Background: an optimization exercise with open tools, aiming at small area, a short achievable clock period and few clock cycles. Do not read the settings as production practice. Only simulation tests tie the RTL to the original design; equivalence was not proved. No activity file was given, so power comes from the tool's default toggle rates.

File: flow/design.v
`timescale 1ns / 1ps
module pipeline (clk, reset, imem_addr, imem_rdata, dmem_addr, dmem_wdata, dmem_we, dmem_rdata);
    input           clk, reset;
    output  [31:0]  imem_addr;
    input   [31:0]  imem_rdata;
    output  [31:0]  dmem_addr, dmem_wdata;
    output          dmem_we;
    input   [31:0]  dmem_rdata;
    reg     [31:2]  pc;
    reg             d_v;
    reg     [31:0]  d_ir;
    reg             d_bt_c;      
    reg     [9:2]   d_pclo;      
    reg             e_wr, e_lw, e_sw, e_br, e_bne;
    reg             e_sub, e_and, e_or, e_slt;
    reg     [4:0]   e_rd;
    reg     [31:0]  e_a;         
    reg     [31:0]  e_b;         
    reg     [31:0]  e_c;         
    reg             e_pred;
    reg             e_skip1;     
    reg             m_wr, m_lw, m_we;
    reg     [4:0]   m_rd;
    reg     [31:0]  m_res, m_sd;
    wire            mispred;
    wire    [31:2]  e_alt;
    wire    [31:0]  res;
    wire            ld_use;
    wire    [31:0]  inst    = imem_rdata;
    wire    [31:2]  pc_next;
    wire            f_bt_c;
    wire    [9:2]   f_pclo;
    wire            f_nseq;
    fetch_next fnext(pc_next, f_bt_c, f_pclo, f_nseq, pc, inst, mispred, ld_use, e_alt);
    wire    [5:0]   op   = d_ir[31:26];
    wire    [5:0]   fn   = d_ir[5:0];
    wire    [4:0]   rs   = d_ir[25:21];
    wire    [4:0]   rt   = d_ir[20:16];
    wire    [4:0]   rdf  = d_ir[15:11];
    wire    [15:0]  imm  = d_ir[15:0];
    wire            is_r    = op == 6'h00;
    wire            is_beq  = op == 6'h04;
    wire            is_bne  = op == 6'h05;
    wire            is_addi = op == 6'h08;
    wire            is_andi = op == 6'h0C;
    wire            is_lw   = op == 6'h23;
    wire            is_sw   = op == 6'h2B;
    wire            is_br   = is_beq | is_bne;
    wire            use_rs  = is_r | is_br | is_addi | is_andi | is_lw | is_sw;
    wire            use_rt  = is_r | is_br | is_sw;
    wire            wr_rt   = is_addi | is_andi | is_lw;
    wire    [4:0]   dst     = is_r ? rdf : (wr_rt ? rt : 5'd0);
    wire            f_add   = is_r & (fn == 6'h20);
    wire            f_sub   = is_r & (fn == 6'h22);
    wire            f_or    = is_r & (fn == 6'h25);
    wire            f_slt   = is_r & (fn == 6'h2A);
    wire            f_and   = (is_r & ~f_add & ~f_sub & ~f_or & ~f_slt) | is_andi;
    wire    [31:0]  w_data  = m_lw ? dmem_rdata : m_res;
    reg     [31:0]  rf [1:31];
    reg     [31:1]  rf_v;
    wire    [31:1]  wsel, rd_en, sel_a, sel_b;
    genvar          g;
    generate
        for (g = 1; g < 32; g = g + 1) begin : rfw
            assign wsel[g]  = m_wr && m_rd == g;
            assign rd_en[g] = rf_v[g];
            assign sel_a[g] = rd_en[g] && rs == g;
            assign sel_b[g] = rd_en[g] && rt == g;
            wire    [31:0]  rf_d;
            wire            nwsel = !wsel[g];
            hold_or_load hl [31:0] (rf_d, wsel[g], nwsel, w_data, rf[g]);
            always @(posedge clk)
                rf[g] <= rf_d;
        end
    endgenerate
    always @(posedge clk or posedge reset) begin
        if (reset)
            rf_v <= 31'b0;
        else
            rf_v <= rf_v | wsel;
    end
    wire    [32*31-1:0] rf_all;
    generate
        for (g = 1; g < 32; g = g + 1) begin : rfa
            assign rf_all[32*(g-1) +: 32] = rf[g];
        end
    endgenerate
    wire            byp_a   = m_wr && m_rd == rs && rs != 5'd0;
    wire            byp_b   = m_wr && m_rd == rt && rt != 5'd0;
    wire            fwd_a   = e_wr && !e_lw && e_rd == rs;
    wire            fwd_b   = e_wr && !e_lw && e_rd == rt;
    wire    [31:0]  e_a_d, e_b_d, e_c_d, e_a_d2;
    wire    [31:0]  e_b_imm;
    wire    [31:0]  t_a, t_b;
    rf_tree tra(t_a, sel_a, rf_all);
    rf_tree trb(t_b, sel_b, rf_all);
    operand_mux oma(e_a_d, e_a_d2, t_a, byp_a, fwd_a, 1'b1, w_data, res, 32'b0);
    operand_mux omb(e_c_d, e_b_d, t_b, byp_b, fwd_b, is_r, w_data, res, e_b_imm);
    assign          ld_use  = d_v && e_wr && e_lw && ((use_rs && e_rd == rs) || (use_rt && e_rd == rt));
    wire    [31:0]  ext     = {{16{imm[15]}}, imm};
    wire            d_back  = (imm[15:8] == 8'hFF) & d_bt_c;
    wire    [31:2]  br_alt  = d_back ? {pc[31:10], d_pclo} : pc + {{14{imm[15]}}, imm};
    wire            d_pred  = is_br & d_back;
    assign          e_b_imm = is_br ? {2'b00, br_alt} : ext;
    wire            d_go    = d_v && !ld_use && !mispred && !skip1;
    wire            d_br    = is_br && imm != 16'd0;
    wire    [32:0]  sum     = {1'b0, e_a} + {1'b0, e_b ^ {32{e_sub}}} + {32'b0, e_sub};
    assign          res     = e_and ? (e_a & e_b) :
                              e_or  ? (e_a | e_b) :
                              e_slt ? {31'b0, ~sum[32]} :
                                      sum[31:0];
    wire            eq      = e_a == e_c;
    wire            taken   = eq ^ e_bne;
    wire            skip1   = e_br && taken && e_skip1;
    assign          mispred = e_br && (taken ^ e_pred) && !e_skip1;
    assign          e_alt   = e_b[29:0];
    always @(posedge clk or posedge reset) begin
        if (reset) begin
            pc      <= 30'b0;
            d_v     <= 1'b0;
            e_wr    <= 1'b0;
            e_lw    <= 1'b0;
            e_sw    <= 1'b0;
            e_br    <= 1'b0;
            m_wr    <= 1'b0;
            m_we    <= 1'b0;
        end else begin
            pc      <= pc_next;
            if (!ld_use)
                d_v <= !mispred;
            e_wr    <= d_go && dst != 5'd0;
            e_lw    <= d_go && is_lw;
            e_sw    <= d_go && is_sw;
            e_br    <= d_go && d_br;
            m_wr    <= e_wr;
            m_we    <= e_sw;
        end
    end
    always @(posedge clk) begin
        if (!ld_use) begin
            d_ir    <= inst;
            d_bt_c  <= f_bt_c;
            d_pclo  <= f_pclo;
        end
        e_rd        <= dst;
        e_bne       <= is_bne;
        e_pred      <= d_pred;
        e_skip1     <= imm == 16'd1 && !f_nseq;
        e_sub       <= f_sub | f_slt;
        e_and       <= f_and;
        e_or        <= f_or;
        e_slt       <= f_slt;
        e_a         <= e_a_d;
        e_b         <= e_b_d;
        e_c         <= e_c_d;
        m_lw        <= e_lw;
        m_rd        <= e_rd;
        m_res       <= res;
        m_sd        <= e_c;
    end
    assign imem_addr  = {pc, 2'b00};
    assign dmem_addr  = m_res;
    assign dmem_wdata = m_sd;
    assign dmem_we    = m_we;
endmodule
module fetch_next(pc_next, bt_c, pclo, nseq, pc, inst, mispred, ld_use, e_alt);
    output  [31:2]  pc_next;
    output          bt_c;
    output  [9:2]   pclo;
    output          nseq;        
    input   [31:2]  pc;
    input   [31:0]  inst;
    input           mispred, ld_use;
    input   [31:2]  e_alt;
    wire            f_j     = inst[31:26] == 6'h02;
    wire            f_br    = inst[31:27] == 5'b00010;       
    wire    [31:2]  pc_inc  = pc + 30'd1;
    wire    [8:0]   bt_lo   = {1'b0, pc_inc[9:2]} + {1'b0, inst[7:0]};
    wire            f_pred  = f_br & (inst[15:8] == 8'hFF) & bt_lo[8];
    wire    [31:2]  btgt    = {pc_inc[31:10], bt_lo[7:0]};
    assign          bt_c    = bt_lo[8];
    assign          pclo    = pc_inc[9:2];
    assign          nseq    = f_j | f_pred;
    wire            s_alt   = mispred;
    wire            s_hold  = !mispred && ld_use;
    wire            s_j     = !mispred && !ld_use && f_j;
    wire            s_bt    = !mispred && !ld_use && f_pred;
    wire            s_inc   = !mispred && !ld_use && !f_j && !f_pred;
    assign          pc_next = ({30{s_alt}}  & e_alt) |
                              ({30{s_hold}} & pc) |
                              ({30{s_j}}    & {pc_inc[31:28], inst[25:0]}) |
                              ({30{s_bt}}   & btgt) |
                              ({30{s_inc}}  & pc_inc);
endmodule
module operand_mux(out, out2, t, byp, fwd, use_reg, wd, res, other);
    output  [31:0]      out, out2;
    input   [31:0]      t;
    input               byp, fwd, use_reg;
    input   [31:0]      wd, res, other;
    assign out  = fwd ? res : (byp ? wd : t);
    assign out2 = use_reg ? out : other;
endmodule
module rf_tree(out, sel, d);
    output  [31:0]      out;
    input   [31:1]      sel;
    input   [32*31-1:0] d;
    genvar  b, k;
    generate
        for (b = 0; b < 32; b = b + 1) begin : bt
            wire    [10:0]  y;
            for (k = 0; k < 10; k = k + 1) begin : g
                cell_aoi222 c(y[k], sel[3*k+1], d[32*(3*k)+b], sel[3*k+2], d[32*(3*k+1)+b],
                              sel[3*k+3], d[32*(3*k+2)+b]);
            end
            cell_nand2 c31(y[10], sel[31], d[32*30+b]);
            wire    [2:0]   z;
            cell_nand4 n0(z[0], y[0], y[1], y[2], y[3]);
            cell_nand4 n1(z[1], y[4], y[5], y[6], y[7]);
            cell_nand3 n2(z[2], y[8], y[9], y[10]);
            cell_or3   o(out[b], z[0], z[1], z[2]);
        end
    endgenerate
endmodule
module cell_aoi222(y, a1, a2, b1, b2, c1, c2);
    output  y;
    input   a1, a2, b1, b2, c1, c2;
    assign  y = ~((a1 & a2) | (b1 & b2) | (c1 & c2));
endmodule
module cell_nand2(y, a, b);
    output  y;
    input   a, b;
    assign  y = ~(a & b);
endmodule
module cell_nand3(y, a, b, c);
    output  y;
    input   a, b, c;
    assign  y = ~(a & b & c);
endmodule
module cell_nand4(y, a, b, c, d);
    output  y;
    input   a, b, c, d;
    assign  y = ~(a & b & c & d);
endmodule
module cell_or3(y, a, b, c);
    output  y;
    input   a, b, c;
    assign  y = a | b | c;
endmodule
module hold_or_load(out, ld, keep, d, q);
    output  out;
    input   ld, keep, d, q;
    assign  out = (ld & d) | (keep & q);
endmodule
File: flow/flow/run.sh
#!/bin/bash
# Own flow: the standard synthesis and layout with these changes:
#  - timing repair is asked for more setup slack than the 12 ns clock needs,
#    so that it shortens the paths (SETUP_SLACK_MARGIN), working on the worst
#    half of the failing endpoints (TNS_END_PERCENT);
#  - floorplan removes synthesis's buffers instead of a first repair pass;
#  - port buffers are buf_2 rather than the slow delay buffer picked by default;
#  - larger clock-tree sink clusters, so fewer clock buffers;
set -euo pipefail
cd "$(dirname "${BASH_SOURCE[0]}")/.."
bash standard.sh synth > synth.log 2>&1
# the platform's don't-use list, and the cells repair may not use here
DU=""
for c in \
          probe_p_8 probec_p_8 lpflow_bleeder_1 lpflow_clkbufkapwr_1 lpflow_clkbufkapwr_16 \
          lpflow_clkbufkapwr_2 lpflow_clkbufkapwr_4 lpflow_clkbufkapwr_8 lpflow_clkinvkapwr_1 \
          lpflow_clkinvkapwr_16 lpflow_clkinvkapwr_2 lpflow_clkinvkapwr_4 lpflow_clkinvkapwr_8 \
          lpflow_decapkapwr_12 lpflow_decapkapwr_3 lpflow_decapkapwr_4 lpflow_decapkapwr_6 \
          lpflow_decapkapwr_8 lpflow_inputiso0n_1 lpflow_inputiso0p_1 lpflow_inputiso1n_1 \
          lpflow_inputiso1p_1 lpflow_inputisolatch_1 lpflow_isobufsrc_1 lpflow_isobufsrc_16 \
          lpflow_isobufsrc_2 lpflow_isobufsrc_4 lpflow_isobufsrc_8 lpflow_isobufsrckapwr_16 \
          lpflow_lsbuf_lh_hl_isowell_tap_1 lpflow_lsbuf_lh_hl_isowell_tap_2 \
          lpflow_lsbuf_lh_hl_isowell_tap_4 lpflow_lsbuf_lh_isowell_4 \
          lpflow_lsbuf_lh_isowell_tap_1 lpflow_lsbuf_lh_isowell_tap_2 \
          lpflow_lsbuf_lh_isowell_tap_4 \
         clkinvlp_2 clkinvlp_4 clkdlybuf4s15_1 clkdlybuf4s15_2 clkdlybuf4s18_1 clkdlybuf4s18_2 \
         clkdlybuf4s25_1 clkdlybuf4s25_2 clkdlybuf4s50_1 clkdlybuf4s50_2 dlygate4sd1_1 \
         dlygate4sd2_1 dlygate4sd3_1 dlymetal6s2s_1 dlymetal6s4s_1 dlymetal6s6s_1; do
    DU="$DU sky130_fd_sc_hd__$c"
done
echo "DONT_USE_CELLS=$DU" > dont_use.log
bash standard.sh \
    SETUP_SLACK_MARGIN=8.35 TNS_END_PERCENT=50 REMOVE_ABC_BUFFERS=1 \
    "BUFFER_PORTS_ARGS=-buffer_cell sky130_fd_sc_hd__buf_2" \
    CTS_CLUSTER_SIZE=20 CTS_CLUSTER_DIAMETER=100 CTS_BUF_LIST=sky130_fd_sc_hd__clkbuf_16 \
    "DONT_USE_CELLS=$DU" \
    finish > layout.log 2>&1
File: flow/standard.sh
#!/bin/bash
# synth_recipe.tcl (not shown) runs the flow's synth.tcl, then flattens the netlist and writes it again
# the make line also repeats each setting of config.mk as NAME=value (left out here)
make -C /OpenROAD-flow-scripts/flow DESIGN_CONFIG=/design/flow/config.mk WORK_HOME=/design/flow/orfs CLKGATE_MAP_FILE= SYNTH_SCRIPT=/design/flow/synth_recipe.tcl "${@:-finish}"
File: flow/config.mk
export PLATFORM = sky130hd
export DESIGN_NAME = pipeline
export DESIGN_NICKNAME = pipeline
export VERILOG_FILES = /design/flow/design.v
export SDC_FILE = /design/flow/constraint.sdc
export NUM_CORES = 8
export LEC_CHECK = 0
export CAP_MARGIN = 30
export CORE_MARGIN = 2
export CORE_UTILIZATION = 40
export SLEW_MARGIN = 30
export SYNTH_HIERARCHICAL = 1
File: flow/constraint.sdc
create_clock -name core_clock -period 12.0 [get_ports {clk}]
set_input_delay 2.4000 -clock core_clock [delete_from_list [all_inputs] [get_ports {clk}]]
set_output_delay 2.4000 -clock core_clock [all_outputs]
set_load 0.01 [all_outputs]
==> impl_metrics.json, run 1 <==
{
  "fin_crit_ns": 3.80,
  "critical_path.startpoint_type": "flip-flop",
  "grt_pass1_vias": 48000,
  "grt_max_degree": 51,
  "skew_ns": 0.0474,
  "fmax_mhz": 263,
  "fp.coreArea_mm2": 0.136,
  "crit_start": "d_ir[23]",
  "cts_tree": "done",
  "r2r_slack_ns": 8.20,
  "antenna_found_initial": 20,
  "htree_levels": 3,
  "crit_required_ns": 12.67,
  "hold_viol": 0,
  "clkLatencyLatePin_ns": 0.74,
  "p_leak_nw": 24.2,
  "port-buffer-count": 160,
  "path_clk_slew_ns": 0.09,
  "detail_route.wl_per_cell_um": 36.0,
  "peakVddDrop_uv": 127,
  "synthCells": 4870,
  "fin_crit_sh_pct": 31.6,
  "cts_root_buf": "clkbuf_16",
  "gp_congestion": 1.00,
  "drc": 0,
  "yosys_warnings": 8,
  "die_y_um": 374,
  "firstDrtPassIters": 14,
  "cts-buffers-inserted": 75,
  "routed_via_density": 7.42,
  "seqCellArea_mm2": 0.0264,
  "fillers": 12700,
  "drt_wl_total_um": 255000,
  "rr_startpoint": "d_ir[23]",
  "multi_input_area_mm2": 0.0283,
  "drive_gt1_share_pct": 15.0,
  "cp_slowest_stage_delay_ns": 1.06,
  "initial_core_util_pct": 40.4,
  "endpoint_kind": "flip-flop",
  "via_count": 52700,
  "syn_to_final_growth_pct": 12.9,
  "power_density_mw_per_mm2": 142,
  "clock-sinks": 1279,
  "cts_buffer_depth": 3,
  "setup_viol": 0,
  "fin_util_pct": 45.6,
  "rr_endpoint": "e_a[16]",
  "cp_max_fo": 17,
  "cpMaxStageDelayCell": "and3_1",
  "drt_iter0_markers": 11700,
  "maxCapViolCount": 0,
  "slew_headroom_pct": 22.2,
  "worstPathArrival_ns": 4.47,
  "avgSynthCellArea_um2": 11.3,
  "overflow": 0,
  "drtAntennaViolNets": 0,
  "row_count": 135,
  "post_dp_cell_area_mm2": 0.0583,
  "die_w_um": 374,
  "grt_usage_pct": 34.4,
  "worst_slew_pin_slew_ns": 1.17,
  "grt_pass1_wl_um": 357000,
  "path_cells": "nand2_1 > nor2_1 > and3_1 > buf_2 > a222oi_1 > nand3_1 > or3_1 > mux2_4 > mux2_2",
  "post-dp-hpwl_um": 165000,
  "final_net_count": 5425,
  "path_class": "reg2reg",
  "finalInstanceArea_mm2": 0.0619,
  "dieArea_mm2": 0.140,
  "io_pins": 163,
  "rsz0062_at_grt": "true",
  "status": "no timing/DRC/antenna violations",
  "report.final.slew_viol_count": 0,
  "rr_worst_depth": 9,
  "hold_path_class": "reg2reg",
  "finalSetupTns_ns": 0,
  "synth_area_mm2": 0.0548,
  "worstSetupEndpoint": "e_a[16]"
}
cell usage in the layout (no fill, tap or decap), drive strengths merged, types with 72 or more instances in the layout:
cell / instances
a21oi: 137
a222oi: 640
clkbuf: 91
or3: 72
inv: 95
buf: 425
nand3: 113
mux2: 156
xor2: 114
dfxtp: 1170
nor2: 74
nand2: 230
nand4: 145
a22o: 998
and3: 79
o21ai: 88
state kept, by name, indices dropped and copies added (netlist names), 5 cells and up:
name and flops:
e_a 32, d_ir 32, d_pclo 8, m_rd 5, e_b 32, pc 30
rf 992, e_rd 5, rf_v 31, m_sd 32, m_res 32, e_c 32
worst min path at each step:
stage	start	endpoint	slack, ns	cells past startpoint
after global placement	e_sw	m_we	0.35	0
after CTS	e_c[5]	m_sd[5]	0.38	0
after floorplan	e_sw	m_we	0.33	0
after detailed placement	e_sw	m_we	0.35	0
final	e_sw	m_we	0.37	0
after global routing	e_c[12]	m_sd[12]	0.38	0
critical path: cells and delay by family, from the launching register on:
family	cells	cell delay, ns
buf+inv	1	0.62
mux	2	0.26
flops	1	0.56
simple gates	5	2.06
compound gates	1	0.23
repair_timing:
item,in CTS,in global routing
setup buffers,33,100
cloned,2,0
endpoints found under the setup margin,324,353
pin swaps,14,37
hold buffers,0,0
gates resized for setup,110,160
where the power goes:
part           internal [mW]  switching [mW]  total [mW]  leakage, nW
clock                   1.19            1.53        2.72         1.08
combinational          0.555           0.858        1.41         12.3
sequential              4.44           0.185        4.63         10.8
final cells by class:
| class | instances | area share [%] |
|---|---|---|
| Multi-Input combinational cell | 3413 | 45.7 |
| Sequential cell | 1279 | 42.7 |
| Timing Repair Buffer | 439 | 4.08 |
| Tap cell | 1781 | 3.60 |
| Clock buffer | 77 | 3.11 |
| Inverter | 76 | 0.477 |
| Clock inverter | 24 | 0.289 |
| Antenna cell | 12 | 0.0485 |
| Timing Repair inverter | 1 | 0.0101 |
metrics by stage:
step | hold WS (ns) | std cells | power (mW) | setup slack (ns)
floorplan | 0.331 | 4767 | 5.46 | 6.08
global placement | 0.352 | 6843 | 5.90 | 6.15
global route | 0.384 | 7092 | 9.02 | 8.19
CTS | 0.377 | 6988 | 8.59 | 8.14
detailed placement | 0.350 | 6852 | 5.91 | 7.39
finish | 0.373 | 7102 | 8.77 | 8.20
metal layers:
| layer | part of all wire, % | up-vias | track usage (%) |
|---|---|---|---|
| li1 | - | 21700 | - |
| met1 | 38 | 25800 | 45.3 |
| met2 | 41 | 4321 | 49.3 |
| met3 | 14 | 781 | 9.91 |
| met4 | 7.2 | 18 | 21.3 |
| met5 | 0.051 | - | 0 |
Testbench counts, summed over its fixed seeds: cycles 38,424.
==> run 2, diff against run 1 <==
--- a/flow/design.v
+++ b/flow/design.v
@@ -11,2 +11,4 @@
     reg     [31:0]  d_ir;
+    reg     [3:0]   d_rs_hi, d_rt_hi;
+    reg     [7:0]   d_rs_lo, d_rt_lo;
     reg             d_bt_c;      
@@ -66,4 +68,4 @@
             assign rd_en[g] = rf_v[g];
-            assign sel_a[g] = rd_en[g] && rs == g;
-            assign sel_b[g] = rd_en[g] && rt == g;
+            assign sel_a[g] = rd_en[g] && d_rs_hi[g / 8] && d_rs_lo[g % 8];
+            assign sel_b[g] = rd_en[g] && d_rt_hi[g / 8] && d_rt_lo[g % 8];
             wire    [31:0]  rf_d;
@@ -141,2 +143,6 @@
             d_ir    <= inst;
+            d_rs_hi <= 4'b1 << inst[25:24];
+            d_rs_lo <= 8'b1 << inst[23:21];
+            d_rt_hi <= 4'b1 << inst[20:19];
+            d_rt_lo <= 8'b1 << inst[18:16];
             d_bt_c  <= f_bt_c;
==> run 2 against run 1 <==
Effect of this change:
- critical endpoint is now rf[31][31]
- die area increased by 1.5%
- non-clock buffer count decreased by 76
- sequential power increased by 2%
- sequential share of layout area increased by 0.91 points
==> impl_metrics.json, run 2 <==
{
  "timing.critical_path.buf_inv": 2,
  "die_w_um": 377,
  "grt_max_degree": 65,
  "cts_root_buf": "clkbuf_16",
  "status": "no timing/DRC/antenna violations",
  "cts-buffers-inserted": 75,
  "endpoint_kind": "flip-flop",
  "routed_via_density": 7.51,
  "htree_levels": 3,
  "clock-sinks": 1303,
  "finalSetupTns_ns": 0,
  "report.final.slew_viol_count": 0,
  "hold_path_class": "reg2reg",
  "p_leak_nw": 24.3,
  "yosys_warnings": 8,
  "fin_ws_ns": 8.16,
  "maxCapViolCount": 0,
  "final_common_cell": "dfxtp_1",
  "cp_top_family": "buffers and inverters",
  "peakVddDrop_uv": 128,
  "port-buffer-count": 160,
  "power_density_mw_per_mm2": 141,
  "path_class": "reg2reg",
  "worstSetupEndpoint": "rf[31][31]",
  "post-dp-hpwl_um": 171000,
  "row_count": 136,
  "worst_slew_pin_slew_ns": 1.15,
  "gp_congestion": 1.00,
  "rr_endpoint": "rf[31][31]",
  "io_pins": 163,
  "largest_register_ffs": 992,
  "final_net_count": 5408,
  "hold_viol": 0,
  "critical_path.startpoint_type": "flip-flop",
  "setup_viol": 0,
  "dieArea_mm2": 0.142,
  "rr_startpoint": "m_rd[1]",
  "top_register": "rf",
  "synth_area_mm2": 0.0556,
  "grt_pass1_vias": 48700,
  "cts_buffer_depth": 3,
  "skew_ns": 0.0451,
  "drtAntennaViolNets": 0,
  "r2r_slack_ns": 8.16,
  "crit_start": "m_rd[1]",
  "detail_route.wl_per_cell_um": 37.1,
  "most-common-layout-cells": "dfxtp_1, a22o_1, a222oi_1",
  "fin_crit_ns": 3.84,
  "crit_required_ns": 12.66,
  "pre_cts_slack_ns": 6.96,
  "clkLatencyLatePin_ns": 0.74,
  "initial_core_util_pct": 40.4,
  "slew_headroom_pct": 23.1,
  "worstPathArrival_ns": 4.50,
  "avgSynthCellArea_um2": 11.3,
  "antenna_found_initial": 28,
  "cpMaxStageDelayCell": "inv_2",
  "path_clk_slew_ns": 0.10,
  "rr_worst_depth": 5,
  "firstDrtPassIters": 15,
  "drt_iter0_markers": 12200,
  "drive_gt1_share_pct": 14.4,
  "syn_to_final_growth_pct": 12.3,
  "drc": 0,
  "drt_wl_total_um": 264000,
  "cts_tree": "done",
  "synthCells": 4915,
  "die_y_um": 377,
  "grt_pass1_wl_um": 368000,
  "cp_max_fo": 22,
  "overflow": 0,
  "fp.coreArea_mm2": 0.138,
  "grt_usage_pct": 35.4,
  "path_cells": "and2_1 > nand2_1 > inv_2 > buf_1 > a22o_1",
  "cp.depth": 5,
  "rsz0062_at_grt": "true",
  "cp_slowest_stage_delay_ns": 0.84,
  "via_count": 53400,
  "fin_crit_sh_pct": 32.0,
  "fmax_mhz": 260,
  "cts_hold_buf": 0,
  "whs_ns": 0.345
}
==> run 2: report_power, final <==
part           switching (mW)  total (mW)  internal, mW  leakage (nW)
clock network            1.57        2.74          1.16          1.11
registers               0.191        4.73          4.54          11.1
logic                   0.822        1.36         0.535          12.2
total                    2.59        8.82          6.24          24.3
==> run 2: cell type report <==
class	instances	area (µm²)
fill	12800	75400
multi-input combinational	3428	28100
sequential	1303	27200
timing repair buffer	363	2300
tap	1794	2240
clock buffer	76	1900
inverter	97	379
clock inverter	29	200
antenna	18	45.0
==> run 2: worst min path at each step <==
| stage | from | to | slack (ns) | cells past startpoint |
|---|---|---|---|---|
| after floorplan | e_sw | m_we | 0.33 | 0 |
| after global placement | e_sw | m_we | 0.34 | 0 |
| after detailed placement | e_sw | m_we | 0.34 | 0 |
| after CTS | e_c[10] | m_sd[10] | 0.35 | 0 |
| after global routing | e_c[11] | m_sd[11] | 0.36 | 0 |
| final | e_c[11] | m_sd[11] | 0.34 | 0 |
==> run 2: through the flow <==
stage	utilization, %	cells	area [µm²]	total power, mW
6_report	45.3	7108	62500	8.82
5_1_grt	45.3	7093	62400	9.08
4_1_cts	44.9	7073	61900	8.75
3_5_place_dp	42.9	6927	59100	5.99
3_3_place_gp	42.8	6922	58900	5.99
2_1_floorplan	-	4827	55200	5.53
==> run 2: worst register-to-register path, cell delays in order (launching register included) <==
cell,delay (ns)
dfxtp_1,0.61
and2_1,0.58
nand2_1,0.69
inv_2,0.84
buf_1,0.78
a22o_1,0.27
==> run 2: routing by layer <==
metal / global-route usage [%] / up-vias / routed length [µm]
met2: 50.6 / 4395 / 108000
met1: 47.5 / 26400 / 101000
met5: 0 / - / 73
met3: 10.7 / 790 / 37900
met4: 19.1 / 12 / 17100
li1: - / 21800 / -
==> run 2: repair_timing <==
| action | 4_1_cts | 5_1_grt |
|---|---|---|
| pin swaps | 6 | 11 |
| gates cloned | 1 | 0 |
| hold endpoints to repair | 0 | 0 |
| setup endpoints to repair | 450 | 305 |
| buffers inserted | 40 | 13 |
| gates resized for setup | 162 | 145 |
Testbench counts of run 2, summed over its fixed seeds: cycles 38,424.
==> run 3, diff against run 2 <==
--- a/flow/design.v
+++ b/flow/design.v
@@ -62,7 +62,8 @@
     reg     [31:1]  rf_v;
-    wire    [31:1]  wsel, rd_en, sel_a, sel_b;
+    wire    [31:1]  rd_en, sel_a, sel_b;
+    reg     [31:1]  wsel;        
     genvar          g;
+    integer         i;
     generate
         for (g = 1; g < 32; g = g + 1) begin : rfw
-            assign wsel[g]  = m_wr && m_rd == g;
             assign rd_en[g] = rf_v[g];
@@ -127,2 +128,3 @@
             m_wr    <= 1'b0;
+            wsel    <= 31'b0;
             m_we    <= 1'b0;
@@ -137,2 +139,4 @@
             m_wr    <= e_wr;
+            for (i = 1; i < 32; i = i + 1)
+                wsel[i] <= e_wr && e_rd == i;
             m_we    <= e_sw;
==> run 3 against run 2 <==
Effect of this change:
- first-iteration DRC count shrank 8.8%
- largest cell class unchanged
- maximum frequency grew 0.82%
- power is 7.9% higher
- wire length down 2.9%
- still clean
- register-to-register slack better by 0.03 ns
==> impl_metrics.json, run 3 <==
{
  "io_pins": 163,
  "cts_buffer_depth": 3,
  "peakVddDrop_uv": 105,
  "crit_required_ns": 12.59,
  "hold_viol": 0,
  "clock-sinks": 1334,
  "cp_max_fo": 18,
  "fin_crit_sh_pct": 31.7,
  "met3_usage_pct": 8.69,
  "avgSynthCellArea_um2": 11.4,
  "status": "no timing/DRC/antenna violations",
  "worstPathArrival_ns": 4.40,
  "final_common_cell": "dfxtp_1",
  "path_clk_slew_ns": 0.09,
  "grt_usage_pct": 33.4,
  "drc": 0,
  "gp_congestion": 0.965,
  "initial_core_util_pct": 40.4,
  "p_leak_nw": 24.7,
  "worst_slew_pin_slew_ns": 1.19,
  "routed_via_density": 7.29,
  "setup_viol": 0,
  "path_class": "reg2reg",
  "drive_gt1_share_pct": 14.5,
  "most-common-layout-cells": "dfxtp_1, a22o_1, a222oi_1",
  "fmax_mhz": 263,
  "post-dp-hpwl_um": 165000,
  "r2r_slack_ns": 8.19,
  "yosys_warnings": 8,
  "cts_root_buf": "clkbuf_16",
  "hold_path_class": "reg2reg",
  "endpoint_kind": "flip-flop",
  "cp_slowest_stage_delay_ns": 0.57,
  "cpMaxStageDelayCell": "and3_1",
  "p_total_mw": 9.53,
  "antenna_found_initial": 22,
  "overflow": 0,
  "via_count": 52600,
  "use_met1_pct": 43.0,
  "maxCapViolCount": 0,
  "top_register": "rf",
  "rsz0062_at_grt": "true",
  "row_count": 137,
  "grt_pass1_wl_um": 358000,
  "detail_route.wl_per_cell_um": 35.4,
  "die_y_um": 380,
  "firstDrtPassIters": 13,
  "drt_iter0_markers": 11100,
  "drt_wl_total_um": 256000,
  "cts-buffers-inserted": 77,
  "largest_register_ffs": 992,
  "skew_ns": 0.0511,
  "cts_tree": "done",
  "final_net_count": 5453,
  "synth_area_mm2": 0.0565,
  "dieArea_mm2": 0.144,
  "clkLatencyLatePin_ns": 0.71,
  "grtUsageMet2_pct": 48.7,
  "grt_pass1_vias": 49000,
  "grt_max_degree": 63,
  "fp.coreArea_mm2": 0.140,
  "path_cells": "and3_1 > buf_2 > a222oi_1 > nand4_1 > or3_1 > mux2_4 > mux2_2",
  "fin_crit_ns": 3.81,
  "htree_levels": 3,
  "power_density_mw_per_mm2": 150,
  "synthCells": 4936,
  "slew_headroom_pct": 20.4,
  "drtAntennaViolNets": 0,
  "critical_path.startpoint_type": "flip-flop",
  "report.final.slew_viol_count": 0,
  "die_w_um": 380,
  "syn_to_final_growth_pct": 12.2,
  "busiest_layer": "met2",
  "port-buffer-count": 160,
  "finalSetupTns_ns": 0
}
==> run 3: power breakdown <==
| part | total, mW | switching, mW | internal, mW | leakage, nW |
|---|---|---|---|---|
| registers | 4.93 | 0.239 | 4.69 | 11.5 |
| clock network | 2.79 | 1.57 | 1.22 | 1.15 |
| logic | 1.80 | 1.12 | 0.680 | 12.1 |
==> run 3: stage by stage <==
stage               std cells  setup slack [ns]  utilization, %  area [µm²]  hold slack, ns
floorplan                4840              6.10               -       56000           0.331
global placement         7022              6.95            42.8       59800           0.337
detailed placement       7024              6.81            42.9       59900           0.336
CTS                      7173              8.16            44.9       62800           0.356
global route             7219              8.26            45.3       63400           0.365
finish                   7226              8.19            45.3       63400           0.354
==> run 3: path summary, 6_finish.rpt <==
path / start / endpoint / cells past startpoint
max: d_rs_lo[3] / e_a[19] / 7
min: e_sw / m_we / 0
max reg2reg: d_rs_lo[3] / e_a[19] / 7
min reg2reg: e_sw / m_we / 0
max in group asynchronous: reset / wsel[24] / 3
min in group asynchronous: reset / m_we / 2
==> run 3: area by class of cell <==
cell class	count	area [µm²]
Antenna cell	8	20.0
Clock buffer	81	2030
Clock inverter	27	155
Fill cell	13000	76500
Inverter	83	329
Multi-Input combinational cell	3424	28200
Sequential cell	1334	28000
Tap cell	1876	2350
Timing Repair Buffer	393	2280
==> run 3: timing repair <==
action | CTS | global route
pin swaps | 7 | 34
gates resized for setup | 147 | 120
hold buffers | 0 | 0
endpoints found under the setup margin | 218 | 136
buffers inserted | 40 | 44
cloned | 1 | 0
==> run 3: routing by layer <==
metal	part of all wire, %	vias up
li1	-	21900
met4	8.0	14
met2	42	3999
met3	12	780
met5	0.051	-
met1	38	26000
==> run 3: worst max-delay path: cells and delay by family (launching register included) <==
kind | cells | cell delay [ns]
mux | 2 | 0.55
compound gates | 1 | 0.54
simple gates | 3 | 1.56
buf+inv | 1 | 0.48
flops | 1 | 0.55
Testbench counts of run 3, summed over its fixed seeds: cycles 38,424.
==> run 4, diff against run 3 <==
--- a/flow/flow/run.sh
+++ b/flow/flow/run.sh
@@ -3,4 +3,4 @@
 #  - timing repair is asked for more setup slack than the 12 ns clock needs,
-#    so that it shortens the paths (SETUP_SLACK_MARGIN), working on the worst
-#    half of the failing endpoints (TNS_END_PERCENT);
+#    so that it shortens the paths (SETUP_SLACK_MARGIN), on all the failing
+#    endpoints (TNS_END_PERCENT);
 #  - floorplan removes synthesis's buffers instead of a first repair pass;
@@ -32,3 +32,3 @@
 bash standard.sh \
-    SETUP_SLACK_MARGIN=8.35 TNS_END_PERCENT=50 REMOVE_ABC_BUFFERS=1 \
+    SETUP_SLACK_MARGIN=8.35 TNS_END_PERCENT=100 REMOVE_ABC_BUFFERS=1 \
     "BUFFER_PORTS_ARGS=-buffer_cell sky130_fd_sc_hd__buf_2" \
==> run 4 against run 3 <==
Effect of this change:
- register-to-register slack better by 0.08 ns
- critical path depth unchanged
- non-clock buffer count is 15 lower
- utilization about the same
- final area about the same
- clock-buffer cell count did not move
- combinational power is essentially flat
- critical path type unchanged
- largest cell class unchanged
- largest power group unchanged
- highest routed layer unchanged
==> impl_metrics.json, run 4 <==
{
  "maxCapViolCount": 0,
  "finalInstanceArea_mm2": 0.0634,
  "initial_core_util_pct": 40.4,
  "cp.depth": 7,
  "timing.critical_path.buf_inv": 1,
  "final_net_count": 5438,
  "cts_tree": "done",
  "most-common-layout-cells": "dfxtp_1, a22o_1, a222oi_1",
  "slew_headroom_pct": 24.0,
  "syn_to_final_growth_pct": 12.3,
  "path_cells": "and3_1 > buf_2 > a222oi_1 > nand4_1 > or3_1 > mux2_4 > mux2_2",
  "post_dp_cell_area_mm2": 0.0599,
  "cp_slowest_stage_delay_ns": 0.58,
  "synthCells": 4936,
  "overflow": 0,
  "cp_max_fo": 18,
  "worst_slew_pin_slew_ns": 1.14,
  "peakVddDrop_uv": 105,
  "cts-buffers-inserted": 77,
  "final_common_cell": "dfxtp_1",
  "top_register": "rf",
  "worstSetupEndpoint": "e_a[19]",
  "worstPathArrival_ns": 4.32,
  "hold_viol": 0,
  "drc": 0,
  "rr_endpoint": "e_a[19]",
  "synth_area_mm2": 0.0565,
  "antenna_found_initial": 23,
  "routed_via_density": 7.31,
  "p_int_mw": 6.59,
  "power_density_mw_per_mm2": 150,
  "path_clk_slew_ns": 0.09,
  "finalSetupTns_ns": 0,
  "use_met1_pct": 43.1,
  "crit_start": "d_rs_lo[2]",
  "grt_max_degree": 63,
  "clkPwrFrac_pct": 29.3,
  "grt_pass1_wl_um": 359000,
  "cts_hold_buf": 0,
  "dp_cells": 7024,
  "firstDrtPassIters": 14,
  "crit_required_ns": 12.59,
  "rr_startpoint": "d_rs_lo[2]",
  "fin_crit_sh_pct": 31.1,
  "cp_top_family": "simple AND/OR/NAND/NOR gates",
  "stdcell_count": 7215,
  "avgSynthCellArea_um2": 11.4,
  "drive_gt1_share_pct": 14.9,
  "dieArea_mm2": 0.144,
  "report.final.slew_viol_count": 0,
  "hold_path_class": "reg2reg",
  "endpoint_kind": "flip-flop",
  "grt_pass1_vias": 49000,
  "path_class": "reg2reg",
  "power.share.combinational_pct": 18.9,
  "rsz0062_at_grt": "true",
  "cts_buffer_depth": 3,
  "detail_route.wl_per_cell_um": 35.5,
  "grtUsageMet2_pct": 48.7,
  "fin_crit_ns": 3.73,
  "skew_ns": 0.0435,
  "power_switching_mw": 2.93,
  "htree_levels": 3,
  "fmax_mhz": 268,
  "critical_path.startpoint_type": "flip-flop",
  "busiest_layer": "met2",
  "grt_usage_pct": 33.5,
  "status": "no timing/DRC/antenna violations",
  "fp.coreArea_mm2": 0.140,
  "via_count": 52700,
  "p_leak_nw": 24.7,
  "largest_register_ffs": 992,
  "met3_usage_pct": 8.65,
  "r2r_slack_ns": 8.27,
  "gp_congestion": 0.965,
  "die_w_um": 380,
  "setup_viol": 0,
  "cpMaxStageDelayCell": "and3_1",
  "post-dp-hpwl_um": 165000,
  "drt_iter0_markers": 11000,
  "yosys_warnings": 8,
  "die_y_um": 380,
  "port-buffer-count": 160,
  "cts_root_buf": "clkbuf_16",
  "drt_wl_total_um": 256000,
  "p_sw_share_pct": 30.8,
  "io_pins": 163,
  "drtAntennaViolNets": 0,
  "rr_worst_depth": 7,
  "seq_power_share_pct": 51.8,
  "clkLatencyLatePin_ns": 0.70,
  "row_count": 137,
  "clock-sinks": 1334
}
## run 4: cell count changes in the layout (fill, tap and decap cells not counted), sizes merged
cell    previous run  this run
buf              376       359
clkbuf            98       100
diode              8        12
## run 4: routing by layer
metal  vias up  routed length (µm)
li1      21900                   -
met1     26000               97500
met2      4090              107000
met3       777               30900
met4        14               20700
met5         -                 106
## run 4: power by group through the flow
stage          combinational, mW  sequential (mW)  clock, mW
2_1_floorplan              0.964             4.97          0
3_3_place_gp                1.46             5.08          0
3_5_place_dp                1.47             5.08          0
4_1_cts                     1.71             4.91       2.82
5_1_grt                     1.90             4.95       2.97
6_report                    1.79             4.93       2.79
## run 4: final cells by class
| type | instances | area, µm² |
|---|---|---|
| tap | 1876 | 2350 |
| clock buffer | 81 | 2030 |
| clock inverter | 27 | 155 |
| multi-input combinational | 3424 | 28200 |
| timing repair buffer | 378 | 2280 |
| fill | 13000 | 76500 |
| antenna | 12 | 30.0 |
| sequential | 1334 | 28000 |
| inverter | 83 | 329 |
## run 4: metrics by stage
| step | setup WS (ns) | hold slack [ns] | total power, mW | util [%] |
|---|---|---|---|---|
| after floorplan | 6.10 | 0.331 | 5.93 | - |
| after global placement | 6.95 | 0.337 | 6.53 | 42.8 |
| after detailed placement | 6.81 | 0.336 | 6.55 | 42.9 |
| after CTS | 8.27 | 0.349 | 9.44 | 45.1 |
| after global routing | 8.28 | 0.357 | 9.81 | 45.3 |
| final | 8.27 | 0.350 | 9.51 | 45.3 |
## run 4: worst min-delay path by stage
| stage | start | end | cells after the start |
|---|---|---|---|
| 2_1_floorplan | e_sw | m_we | 0 |
| 3_3_place_gp | e_sw | m_we | 0 |
| 3_5_place_dp | e_sw | m_we | 0 |
| 4_1_cts | e_c[22] | m_sd[22] | 0 |
| 5_1_grt | e_c[22] | m_sd[22] | 0 |
| 6_report | e_c[22] | m_sd[22] | 0 |
## run 4: repair_timing
action                     CTS  global route
pin swaps                    8            33
gates cloned                 1             0
resized for setup          229            69
buffers inserted            51            18
setup endpoints to repair  218           113
==> run 5, diff against run 4 <==
--- a/flow/flow/run.sh
+++ b/flow/flow/run.sh
@@ -32,3 +32,3 @@
 bash standard.sh \
-    SETUP_SLACK_MARGIN=8.35 TNS_END_PERCENT=100 REMOVE_ABC_BUFFERS=1 \
+    SETUP_SLACK_MARGIN=8.45 TNS_END_PERCENT=100 REMOVE_ABC_BUFFERS=1 \
     "BUFFER_PORTS_ARGS=-buffer_cell sky130_fd_sc_hd__buf_2" \
==> run 5 against run 4 <==
Effect of this change:
- cell count grew 0.33%
- combinational power is 3% higher
- wire length up 0.26%
- still clean
- sequential power barely moved
- clock power about the same
- die area unchanged
- clock skew rose by 0.0041 ns
- critical endpoint is now dmem_addr[0]
==> impl_metrics.json, run 5 <==
{
  "status": "no timing/DRC/antenna violations",
  "grt_pass1_wl_um": 359000,
  "grt_max_degree": 63,
  "wl_met3_um": 32000,
  "post_dp_cell_area_mm2": 0.0599,
  "dieArea_mm2": 0.144,
  "fin_crit_sh_pct": 30.9,
  "setup_viol": 0,
  "p_leak_nw": 24.9,
  "cp_slowest_stage_delay_ns": 0.45,
  "maxCapViolCount": 0,
  "drt-met1-wl_um": 96800,
  "port-buffer-count": 160,
  "largest_register_ffs": 992,
  "worst_slew_pin_slew_ns": 1.22,
  "post-dp-hpwl_um": 165000,
  "path_clk_slew_ns": 0.09,
  "drt_wl_total_um": 256000,
  "clkLatencyLatePin_ns": 0.71,
  "die_w_um": 380,
  "fin_ws_ns": 8.30,
  "fmax_mhz": 270,
  "overflow": 0,
  "most-common-layout-cells": "dfxtp_1, a22o_1, a222oi_1",
  "final_net_count": 5459,
  "grt_usage_pct": 33.5,
  "finalInstanceArea_mm2": 0.0641,
  "path_cells": "buf_6",
  "avgSynthCellArea_um2": 11.4,
  "final_common_cell": "dfxtp_1",
  "hold_viol": 0,
  "cts_buffer_depth": 3,
  "drc": 0,
  "crit_required_ns": 9.60,
  "cp_top_family": "flip-flops",
  "io_pins": 163,
  "multi_input_area_mm2": 0.0285,
  "timing.critical_path.buf_inv": 1,
  "drive_gt1_share_pct": 16.2,
  "clock-sinks": 1334,
  "p_total_mw": 9.57,
  "path_class": "reg2out",
  "cp_max_fo": 2,
  "via_count": 52900,
  "fillers": 13000,
  "htree_levels": 3,
  "power_density_mw_per_mm2": 149,
  "peakVddDrop_uv": 107,
  "grt_pass1_vias": 49100,
  "cts_tree": "done",
  "top_register": "rf",
  "rsz0062_at_grt": "true",
  "cpMaxStageDelayCell": "dfxtp_4",
  "fin_crit_ns": 3.70,
  "initial_core_util_pct": 40.4,
  "pre_cts_slack_ns": 6.81,
  "seqCellArea_mm2": 0.0281,
  "fp.coreArea_mm2": 0.140,
  "gp_congestion": 0.965,
  "row_count": 137,
  "die_y_um": 380,
  "endpoint_kind": "output port",
  "wl_met2_um": 107000,
  "drtAntennaViolNets": 0,
  "synth_area_mm2": 0.0565,
  "synthCells": 4936,
  "firstDrtPassIters": 11,
  "antenna_found_initial": 23,
  "syn_to_final_growth_pct": 13.6,
  "cts_root_buf": "clkbuf_16",
  "yosys_warnings": 8,
  "cts-buffers-inserted": 77,
  "drt_iter0_markers": 11100,
  "hold_path_class": "reg2reg",
  "top_layer": "met5",
  "routed_via_density": 7.31,
  "detail_route.wl_per_cell_um": 35.4,
  "worstPathArrival_ns": 1.30,
  "finalSetupTns_ns": 0,
  "slew_headroom_pct": 18.4,
  "critical_path.startpoint_type": "flip-flop",
  "report.final.slew_viol_count": 0,
  "skew_ns": 0.0476
}
## run 5: where the power goes
| part | internal, mW | leakage, nW | switching [mW] |
|---|---|---|---|
| combinational | 0.706 | 12.2 | 1.14 |
| sequential | 4.69 | 11.5 | 0.236 |
| clock | 1.22 | 1.15 | 1.57 |
| total | 6.62 | 24.9 | 2.95 |
## run 5: worst paths after layout
check	from	end	slack (ns)	depth (start not counted)
worst min-delay path	e_c[22]	m_sd[22]	0.35	0
worst max register to register	d_rt_lo[7]	e_b[25]	8.33	7
worst max-delay path	m_res[0]	dmem_addr[0]	8.30	1
worst min register to register	e_c[22]	m_sd[22]	0.35	0
min in group asynchronous	reset	m_we	1.87	2
max in group asynchronous	reset	wsel[24]	8.93	3
## run 5: metrics by stage
stage,hold slack [ns],instances,utilization [%]
floorplan,0.331,4840,-
global placement,0.337,7022,42.8
detailed placement,0.336,7024,42.9
CTS,0.349,7194,45.3
global route,0.357,7225,45.8
finish,0.350,7239,45.9
## run 5: cell type report
class                           count  area share (%)
Clock inverter                     27           0.242
Antenna cell                       15          0.0585
Multi-Input combinational cell   3424            44.4
Clock buffer                       81            3.16
Sequential cell                  1334            43.8
Timing Repair Buffer              399            4.18
Tap cell                         1876            3.66
Inverter                           83           0.513
## run 5: per-layer routing
metal	track usage (%)	vias to the layer above
met3	8.57	809
li1	-	21900
met5	0.0331	-
met4	24.2	14
met2	48.5	4152
met1	43.2	26000
## run 5: what timing repair did
item	4_1_cts	5_1_grt
buffers inserted	61	29
cloned	1	0
hold buffers	0	0
gates resized for setup	350	112
pin swaps	18	51
setup endpoints to repair	249	162
==> run 6, diff against run 5 <==
--- a/flow/config.mk
+++ b/flow/config.mk
@@ -9,3 +9,3 @@
 export CORE_MARGIN = 2
-export CORE_UTILIZATION = 40
+export CORE_UTILIZATION = 50
 export SLEW_MARGIN = 30
==> run 6 against run 5 <==
Effect of this change:
- clock power is essentially flat
- highest routed layer unchanged
- clock-buffer cell count unchanged
- critical endpoint is now e_b[4]
- synthesized cell count is the same
==> impl_metrics.json, run 6 <==
{
  "power_density_mw_per_mm2": 151,
  "grt_pass1_vias": 48800,
  "p_leak_nw": 24.9,
  "fin_crit_sh_pct": 30.8,
  "grt_pass1_wl_um": 356000,
  "drtAntennaViolNets": 0,
  "cts-buffers-inserted": 77,
  "worstPathArrival_ns": 4.29,
  "drc": 0,
  "routed_via_density": 7.72,
  "top_register": "rf",
  "yosys_warnings": 8,
  "largest_register_ffs": 992,
  "grt_usage_pct": 41.6,
  "cp_slowest_stage_delay_ns": 0.60,
  "avgSynthCellArea_um2": 11.4,
  "hold_path_class": "reg2reg",
  "drt_wl_total_um": 255000,
  "finalSetupTns_ns": 0,
  "synthCells": 4936,
  "drive_gt1_share_pct": 15.6,
  "hold_viol": 0,
  "skew_ns": 0.0352,
  "path_clk_slew_ns": 0.09,
  "port-buffer-count": 160,
  "clkLatencyLatePin_ns": 0.70,
  "path_class": "reg2reg",
  "report.final.slew_viol_count": 0,
  "cpMaxStageDelayCell": "or3_1",
  "die_y_um": 340,
  "cp_top_family": "simple AND/OR/NAND/NOR gates",
  "crit_required_ns": 12.60,
  "gp_congestion": 0.956,
  "fin_crit_ns": 3.69,
  "setup_viol": 0,
  "slew_headroom_pct": 24.7,
  "dieArea_mm2": 0.116,
  "firstDrtPassIters": 13,
  "io_pins": 163,
  "critical_path.startpoint_type": "flip-flop",
  "syn_to_final_growth_pct": 12.6,
  "peakVddDrop_uv": 144,
  "initial_core_util_pct": 50.3,
  "die_w_um": 340,
  "timing.critical_path.buf_inv": 1,
  "path_cells": "and3_1 > buf_2 > a222oi_1 > nand4_1 > or3_1 > mux2_4 > a221o_1",
  "endpoint_kind": "flip-flop",
  "cts_tree": "done",
  "antenna_found_initial": 20,
  "synth_area_mm2": 0.0565,
  "cts_hold_buf": 0,
  "rsz0062_at_grt": "true",
  "post-dp-hpwl_um": 162000,
  "overflow": 0,
  "via_count": 53200,
  "stdcell_count": 6895,
  "dp_cells": 6651,
  "grt_max_degree": 64,
  "detail_route.wl_per_cell_um": 37.0,
  "clock-sinks": 1334,
  "fp.coreArea_mm2": 0.112,
  "most-common-layout-cells": "dfxtp_1, a22o_1, a222oi_1",
  "cp_max_fo": 21,
  "maxCapViolCount": 0,
  "htree_levels": 3,
  "whs_ns": 0.362,
  "fmax_mhz": 271,
  "cts_root_buf": "clkbuf_16",
  "final_common_cell": "dfxtp_1",
  "status": "no timing/DRC/antenna violations",
  "cts_buffer_depth": 3,
  "row_count": 123,
  "drt_iter0_markers": 11100,
  "worst_slew_pin_slew_ns": 1.13,
  "final_net_count": 5500
}
==> run 6: what timing repair did <==
action / in CTS / in global routing
setup buffers: 76 / 52
endpoints found under the setup margin: 184 / 196
endpoints found under the hold margin: 0 / 0
resized for setup: 257 / 103
cloned: 1 / 0
pin swaps: 25 / 61
==> run 6: routing by layer <==
metal | part of all wire (%) | vias up | track usage (%)
met4 | 6.9 | 10 | 25.8
met2 | 43 | 4251 | 61.4
met3 | 13 | 786 | 10.8
met5 | 0.029 | - | 0.163
li1 | - | 22000 | -
met1 | 37 | 26200 | 54.5
==> run 6: worst paths after layout <==
kind                       slack, ns  depth (start not counted)  startpoint  endpoint
min                             0.36                          0      e_c[5]   m_sd[5]
max reg2reg                     8.31                          7  d_rt_hi[2]    e_b[4]
min reg2reg                     0.36                          0      e_c[5]   m_sd[5]
min in group asynchronous       1.80                          2       reset     pc[4]
max in group asynchronous       9.15                          4       reset  wsel[22]
max                             8.31                          7  d_rt_hi[2]    e_b[4]
==> run 6: final cells by class <==
cell class	instances	area [µm²]
fill	9648	48600
multi-input combinational	3424	28400
sequential	1334	28000
timing repair buffer	440	2780
clock buffer	81	2030
tap	1500	1880
inverter	83	320
clock inverter	25	146
antenna	8	20.0
==> run 6: stage by stage <==
stage	setup slack, ns	util (%)	power (mW)	cell area, µm²
6_report	8.31	56.7	9.59	63600
5_1_grt	8.31	56.7	9.87	63600
4_1_cts	8.29	56.1	9.44	62900
3_5_place_dp	7.01	53.1	6.54	59500
3_3_place_gp	7.04	52.9	6.54	59400
2_1_floorplan	6.10	-	5.93	56000
==> run 6: report_power, final <==
| group | switching (mW) | leakage [nW] | internal (mW) |
|---|---|---|---|
| clock | 1.58 | 1.13 | 1.22 |
| combinational | 1.14 | 12.3 | 0.720 |
| sequential | 0.235 | 11.5 | 4.69 |
==> run 7, diff against run 6 <==
--- a/flow/design.v
+++ b/flow/design.v
@@ -96,7 +96,4 @@
     wire    [31:0]  e_b_imm;
-    wire    [31:0]  t_a, t_b;
-    rf_tree tra(t_a, sel_a, rf_all);
-    rf_tree trb(t_b, sel_b, rf_all);
-    operand_mux oma(e_a_d, e_a_d2, t_a, byp_a, fwd_a, 1'b1, w_data, res, 32'b0);
-    operand_mux omb(e_c_d, e_b_d, t_b, byp_b, fwd_b, is_r, w_data, res, e_b_imm);
+    read_port rpa(e_a_d, e_a_d2, sel_a, rf_all, byp_a, fwd_a, 1'b1, w_data, res, 32'b0);
+    read_port rpb(e_c_d, e_b_d, sel_b, rf_all, byp_b, fwd_b, is_r, w_data, res, e_b_imm);
     assign          ld_use  = d_v && e_wr && e_lw && ((use_rs && e_rd == rs) || (use_rt && e_rd == rt));
@@ -204,55 +201,17 @@
 endmodule
-module operand_mux(out, out2, t, byp, fwd, use_reg, wd, res, other);
+module read_port(out, out2, sel, d, byp, fwd, use_reg, wd, res, other);
     output  [31:0]      out, out2;
-    input   [31:0]      t;
+    input   [31:1]      sel;
+    input   [32*31-1:0] d;
     input               byp, fwd, use_reg;
     input   [31:0]      wd, res, other;
-    assign out  = fwd ? res : (byp ? wd : t);
+    reg     [31:0]      r;
+    integer             i;
+    always @* begin
+        r = 32'b0;
+        for (i = 1; i < 32; i = i + 1)
+            r = r | ({32{sel[i]}} & d[32*(i-1) +: 32]);
+    end
+    assign out  = fwd ? res : (byp ? wd : r);
     assign out2 = use_reg ? out : other;
-endmodule
-module rf_tree(out, sel, d);
-    output  [31:0]      out;
-    input   [31:1]      sel;
-    input   [32*31-1:0] d;
-    genvar  b, k;
-    generate
-        for (b = 0; b < 32; b = b + 1) begin : bt
-            wire    [10:0]  y;
-            for (k = 0; k < 10; k = k + 1) begin : g
-                cell_aoi222 c(y[k], sel[3*k+1], d[32*(3*k)+b], sel[3*k+2], d[32*(3*k+1)+b],
-                              sel[3*k+3], d[32*(3*k+2)+b]);
-            end
-            cell_nand2 c31(y[10], sel[31], d[32*30+b]);
-            wire    [2:0]   z;
-            cell_nand4 n0(z[0], y[0], y[1], y[2], y[3]);
-            cell_nand4 n1(z[1], y[4], y[5], y[6], y[7]);
-            cell_nand3 n2(z[2], y[8], y[9], y[10]);
-            cell_or3   o(out[b], z[0], z[1], z[2]);
-        end
-    endgenerate
-endmodule
-module cell_aoi222(y, a1, a2, b1, b2, c1, c2);
-    output  y;
-    input   a1, a2, b1, b2, c1, c2;
-    assign  y = ~((a1 & a2) | (b1 & b2) | (c1 & c2));
-endmodule
-module cell_nand2(y, a, b);
-    output  y;
-    input   a, b;
-    assign  y = ~(a & b);
-endmodule
-module cell_nand3(y, a, b, c);
-    output  y;
-    input   a, b, c;
-    assign  y = ~(a & b & c);
-endmodule
-module cell_nand4(y, a, b, c, d);
-    output  y;
-    input   a, b, c, d;
-    assign  y = ~(a & b & c & d);
-endmodule
-module cell_or3(y, a, b, c);
-    output  y;
-    input   a, b, c;
-    assign  y = a | b | c;
 endmodule
--- a/flow/flow/run.sh
+++ b/flow/flow/run.sh
@@ -32,3 +32,3 @@
 bash standard.sh \
-    SETUP_SLACK_MARGIN=8.45 TNS_END_PERCENT=100 REMOVE_ABC_BUFFERS=1 \
+    SETUP_SLACK_MARGIN=8.35 TNS_END_PERCENT=100 REMOVE_ABC_BUFFERS=1 \
     "BUFFER_PORTS_ARGS=-buffer_cell sky130_fd_sc_hd__buf_2" \
--- a/flow/config.mk
+++ b/flow/config.mk
@@ -9,3 +9,3 @@
 export CORE_MARGIN = 2
-export CORE_UTILIZATION = 50
+export CORE_UTILIZATION = 40
 export SLEW_MARGIN = 30
==> run 7 against run 6 <==
Effect of this change:
- clock-buffer cell count is 1 lower
- power decreased by 4.4%
- synthesized area rose by 3.8%
- non-clock buffer count shrank 84
- cell count increased by 9.9%
- utilization down 12 points
==> impl_metrics.json, run 7 <==
{
  "seq_power_share_pct": 52.7,
  "r2r_slack_ns": 8.26,
  "worst_slew_pin_slew_ns": 1.11,
  "setup_viol": 0,
  "cts-buffers-inserted": 78,
  "hold_start": "e_sw",
  "htree_levels": 3,
  "top_register": "rf",
  "pre_cts_slack_ns": 7.49,
  "hold_viol": 0,
  "grt_pass1_wl_um": 358000,
  "p_int_mw": 6.48,
  "clock-sinks": 1334,
  "rsz0062_at_grt": "true",
  "cts_root_buf": "clkbuf_16",
  "firstDrtPassIters": 8,
  "peakVddDrop_uv": 120,
  "grt_max_degree": 82,
  "drtAntennaViolNets": 0,
  "overflow": 0,
  "initial_core_util_pct": 40.3,
  "holdPathStages": 0,
  "slew_headroom_pct": 26.2,
  "yosys_warnings": 9,
  "synthCells": 5497,
  "endpoint_kind": "flip-flop",
  "syn_to_final_growth_pct": 10.2,
  "rr_worst_depth": 7,
  "synth_area_mm2": 0.0586,
  "status": "no timing/DRC/antenna violations",
  "power_switching_mw": 2.68,
  "post-dp-hpwl_um": 160000,
  "largest_register_ffs": 992,
  "drt_wl_total_um": 250000,
  "finalSetupTns_ns": 0,
  "fmax_mhz": 268,
  "rr_endpoint": "e_c[31]",
  "fin_util_pct": 44.4,
  "avgSynthCellArea_um2": 10.7,
  "critical_path.startpoint_type": "flip-flop",
  "clkPwrFrac_pct": 30.6,
  "clkLatencyLatePin_ns": 0.73,
  "maxCapViolCount": 0,
  "path_clk_slew_ns": 0.09,
  "grt_usage_pct": 31.7,
  "io_pins": 163,
  "dieArea_mm2": 0.150,
  "final_common_cell": "a22o_1",
  "drt_iter0_markers": 7512,
  "path_class": "reg2reg",
  "die_y_um": 387,
  "fp.coreArea_mm2": 0.146,
  "final_net_count": 5774,
  "hold_path_end": "m_we",
  "antenna_found_initial": 5,
  "report.final.slew_viol_count": 0,
  "gp_congestion": 0.934,
  "cts_buffer_depth": 3,
  "fin_crit_sh_pct": 31.1,
  "drc": 0,
  "power_density_mw_per_mm2": 142,
  "p_leak_nw": 24.9,
  "fin_ws_ns": 8.26,
  "skew_ns": 0.0393,
  "grt_pass1_vias": 50300,
  "crit_required_ns": 12.57,
  "row_count": 140,
  "worstPathArrival_ns": 4.30,
  "cts_tree": "done",
  "fin_crit_ns": 3.74,
  "drive_gt1_share_pct": 13.9,
  "die_w_um": 387,
  "via_count": 53500,
  "most-common-layout-cells": "a22o_1, dfxtp_1, a22oi_1",
  "cp_max_fo": 22,
  "rr_startpoint": "d_rt_hi[0]",
  "detail_route.wl_per_cell_um": 32.9,
  "p_sw_share_pct": 29.3,
  "routed_via_density": 7.06,
  "port-buffer-count": 160,
  "hold_path_class": "reg2reg",
  "power.share.combinational_pct": 16.7
}
-- run 7: worst max path at each step --
| stage | slack [ns] | from | end | cells after the start |
|---|---|---|---|---|
| floorplan | 6.35 | e_a[13] | pc[27] | 10 |
| global placement | 7.18 | e_sub | e_b[26] | 15 |
| detailed placement | 7.49 | e_a[5] | pc[27] | 11 |
| CTS | 8.26 | pc[23] | imem_addr[23] | 1 |
| global route | 8.26 | pc[23] | imem_addr[23] | 1 |
| finish | 8.26 | d_rt_hi[0] | e_c[31] | 7 |
-- run 7: per-layer routing --
metal	global-route usage, %	up-vias	part of all wire, %
met5	0	-	0.0084
met3	7.28	720	11
met2	49.1	3533	44
met4	14.5	4	5.1
met1	42.0	26600	40
li1	-	22600	-
-- run 7: metrics by stage --
stage          power, mW  area, µm²  hold WS, ns  instances
2_1_floorplan       5.72      57300        0.331       5198
3_3_place_gp        6.17      61200        0.337       7405
3_5_place_dp        6.17      61300        0.345       7406
4_1_cts             9.04      64100        0.359       7562
5_1_grt             9.46      64600        0.370       7578
6_report            9.17      64600        0.359       7580
-- run 7: critical path, cell delays in order, from the launching register on --
cell and delay (ns):
edfxtp_1 0.56, and3_1 0.52, buf_2 0.55, a22o_1 0.32, a221oi_1 0.30, nand4_1 0.47
nor3_1 0.69, o31ai_1 0.14
-- run 7: area by class of cell --
class	instances	area, µm²
Antenna cell	2	5.00
Clock buffer	80	2000
Clock inverter	27	159
Fill cell	13600	80900
Inverter	58	234
Multi-Input combinational cell	3806	29700
Sequential cell	1334	28000
Tap cell	1917	2400
Timing Repair Buffer	356	2150
-- run 7: timing repair --
action                     4_1_cts  5_1_grt
setup endpoints to repair      147      114
gates cloned                     0        0
resized for setup              164      100
pin swaps                        4       26
hold buffers                     0        0
setup buffers                   49       16
-- run 7: power groups by stage --
| stage | registers, mW | clock network [mW] | logic (mW) |
|---|---|---|---|
| after floorplan | 4.92 | 0 | 0.801 |
| after global placement | 4.97 | 0 | 1.19 |
| after detailed placement | 4.98 | 0 | 1.19 |
| after CTS | 4.82 | 2.82 | 1.40 |
| after global routing | 4.85 | 2.97 | 1.64 |
| final | 4.83 | 2.80 | 1.53 |
Testbench counts of run 7, summed over its fixed seeds: cycles 38,424.

separate check: timing with driven ports:
The results above use ideal ports. As a check the final layouts listed here were re-extracted and re-timed, cells and wires unchanged.
Step 1: set_driving_cell puts a clkbuf_16 on clk and a buf_2 on each other input, an assumption about the parent block.
Step 2, shift: input delay + t, output delay - t, t = (earliest + latest rising clock arrival at the registers) / 2. This alone moves slack from input paths to output paths.
Three values: no drivers, after step 1, after step 2; two values: the first two.
| run | t, ns | setup WS [ns] | worst slew at a driven data input, ns |
|---|---|---|---|
| run 1 | 0.796 | 8.205 / 8.146 / 7.694 | 0.05 |
| run 2 | 0.803 | 8.161 / 8.133 / 7.633 | 0.11 |
| run 3 | 0.770 | 8.192 / 8.177 / 7.681 | 0.06 |
| run 4 | 0.772 | 8.269 / 8.212 / 7.677 | 0.06 |
| run 5 | 0.776 | 8.298 / 8.216 / 7.752 | 0.06 |
| run 6 | 0.772 | 8.307 / 8.226 / 7.780 | 0.04 |
| run 7 | 0.792 | 8.264 / 8.207 / 7.656 | 0.06 |
After both steps setup and hold are still met in every run listed. The setup slack of run 7, which loses most, moves by -0.057 ns with the drivers and by -0.608 ns with both steps.
